This is an optimization exercise on Yosys and OpenROAD, whose aim is small area and a short achievable clock period, not a production implementation. Only simulation tests tie the RTL to the original design; equivalence was not proved. Power is estimated from default activity; no workload was simulated.

## job 1319
## SingleCycle
module SingleCycle(Clk, Rst, startPC, currentPC, instruction,
                   dMemAddr, dMemWData, dMemRead, dMemWrite, dMemRData);
Size in the first run: about 7200 cells after synthesis, about 360 I/O pins.
clock: 18.0 ns
lec_check: 0
cap_margin: 30
core_margin: 2
core_utilization: 60
cts_buf_list: sky130_fd_sc_hd__clkbuf_16
cts_cluster_diameter: 85
cts_cluster_size: 22
place_density: 0.74
setup_slack_margin: 5
slew_margin: 30
synth_hierarchical: 1
tns_end_percent: 0
standard.sh (not shown) runs the stock make flow with config.mk's settings and CLKGATE_MAP_FILE= SYNTH_SCRIPT=/design/flow/synth_recipe.tcl, a recipe that flattens the netlist after the stock synthesis.
==> flow/flow/run.sh <==
#!/bin/bash
# Own flow: the standard layout (standard.sh: unchanged synthesis and
# steps, the standard flow's SDC and clock period) with two changes to how the layout is
# optimised:
#  - timing repair aims for a larger setup margin, so it keeps improving the
#    paths past the design's clock period;
#  - the port buffers are buf_1 instead of the delay cell buffer_ports picks
#    by default (every port still gets its buffer).
# The make output goes to layout.log; ORFS keeps each step's log under orfs/logs.
set -euo pipefail
cd "$(dirname "$0")/.."
MARGIN=${OWN_SETUP_MARGIN:-8}
sed -e "s/SETUP_SLACK_MARGIN=[^ ]*/SETUP_SLACK_MARGIN=${MARGIN}/" \
    -e "s/CLKGATE_MAP_FILE= /CLKGATE_MAP_FILE= 'BUFFER_PORTS_ARGS=-buffer_cell sky130_fd_sc_hd__buf_1' /" \
    standard.sh > own_standard.sh
grep -q "SETUP_SLACK_MARGIN=${MARGIN}" own_standard.sh
grep -q "BUFFER_PORTS_ARGS" own_standard.sh
bash own_standard.sh finish > layout.log 2>&1
test -s out/final.def
diff inputs: job 1319 => job 2766
Settings: swapping 0.74 for 0.7 in PLACE_DENSITY; swapping 60 for 55 in CORE_UTILIZATION.
==> flow/run.sh (new file) <==
#!/bin/bash
# synth_recipe.tcl (not shown) runs the flow's synth.tcl, then flattens the netlist and writes it again
# the make line also repeats each setting of config.mk as NAME=value (left out here)
make -C /OpenROAD-flow-scripts/flow DESIGN_CONFIG=/design/flow/config.mk WORK_HOME=/design/flow/orfs CLKGATE_MAP_FILE= SYNTH_SCRIPT=/design/flow/synth_recipe.tcl finish
removed: flow/flow/run.sh
removed: flow/standard.sh
==> comparison <==
Looking at beginning of the critical path, the instruction[8] result is from job 1319; the instruction[9] one comes from job 2766.
Job 2766 gives more number of cell rows than job 1319 did.
In the flow results for job 2766 and job 1319, the count of placed standard cells in the final layout, fillers left out is larger on job 1319.
In the tables for job 2766 and job 1319, count of fill cells added during filler insertion reads higher with job 2766.
The routing layer with the top usage in global route comes out met2 in one run and met1 in the other, namely in job 2766 and job 1319 respectively.
Summary of job 2766 over job 1319: reported leakage power decreased by about 1.8% relative to the old numbers; power share of the combinational group rose 0.4 points; sequential group power flat; setup slack decreased by 1.83 ns relative to the old numbers; global routing usage on met3 lost 4.9 points.
On post-CTS resize count, the higher figure sits with job 1319, not job 2766.
Taking job 2766 as 1.0, job 1319 lands at 0.902 on routed wire length on met2.
Clock-buffer cell count: lower on job 1319
What job 9134 does differently from job 2766 at the input level:
Settings: SLEW_MARGIN now 20, was 30; CORE_UTILIZATION now 58, was 55; CAP_MARGIN now 20, was 30; PLACE_DENSITY now 0.72, was 0.7.
==> flow/flow/run.sh (new file) <==
#!/bin/bash
# Own flow: the standard layout (standard.sh: unchanged synthesis and
# steps, the standard flow's SDC and clock period) with two changes to how the layout is
# optimised:
#  - timing repair aims for a larger setup margin, so it keeps improving the
#    paths past the design's clock period;
#  - the port buffers are buf_1 instead of the delay cell buffer_ports picks
#    by default (every port still gets its buffer).
# The make output goes to layout.log; ORFS keeps each step's log under orfs/logs.
set -euo pipefail
cd "$(dirname "$0")/.."
MARGIN=${OWN_SETUP_MARGIN:-8}
sed -e "s/SETUP_SLACK_MARGIN=[^ ]*/SETUP_SLACK_MARGIN=${MARGIN}/" \
    -e "s/CLKGATE_MAP_FILE= /CLKGATE_MAP_FILE= 'BUFFER_PORTS_ARGS=-buffer_cell sky130_fd_sc_hd__buf_1' /" \
    standard.sh > own_standard.sh
grep -q "SETUP_SLACK_MARGIN=${MARGIN}" own_standard.sh
grep -q "BUFFER_PORTS_ARGS" own_standard.sh
bash own_standard.sh finish > layout.log 2>&1
test -s out/final.def
==> flow/standard.sh (new file) <==
#!/bin/bash
# synth_recipe.tcl (not shown) runs the flow's synth.tcl, then flattens the netlist and writes it again
# the make line also repeats each setting of config.mk as NAME=value (left out here)
make -C /OpenROAD-flow-scripts/flow DESIGN_CONFIG=/design/flow/config.mk WORK_HOME=/design/flow/orfs CLKGATE_MAP_FILE= SYNTH_SCRIPT=/design/flow/synth_recipe.tcl "${@:-finish}"
removed: flow/run.sh
Findings:
Summary: global-route wire length before repair, job 9134 worse than job 2766. Higher total setup buffers inserted after CTS among job 2766 and job 9134: job 9134. Worst relative slew slack deteriorates in job 9134 relative to job 2766. Diff job 2766 -> job 9134 | cell-internal power | down slightly.

[separate check: timing with driven ports]
Ports are ideal in the flow. The routed layouts listed here were re-timed in OpenROAD. Step 1 sets driving cells, clkbuf_16 on the clock port and buf_2 on the other inputs (assumed; they add their load-dependent delay and slew). Step 2, shift: input delay + t, output delay - t, t = (earliest + latest rising clock arrival at the registers) / 2. This alone moves slack from input paths to output paths. Slacks: ideal / step 1 / step 2; pairs: ideal / step 1.
run | t, ns | setup slack, ns | worst setup path after step 2 | worst slew at a driven data input, ns | pins driven straight from the clock port
job 1319 | 0.903 | 6.818 / 6.532 / 6.096 | input to register | 0.31 | 1
job 2766 | 0.909 | 4.989 / 4.946 / 4.625 | input to register | 0.15 | 1
job 9134 | 0.918 | 6.774 / 6.331 / 6.087 | input to register | 0.52 | 1
After both steps setup and hold are still met in every run listed. For job 1319, which loses most, drivers alone change the setup slack by -0.286 ns; drivers and shift together by -0.722 ns.
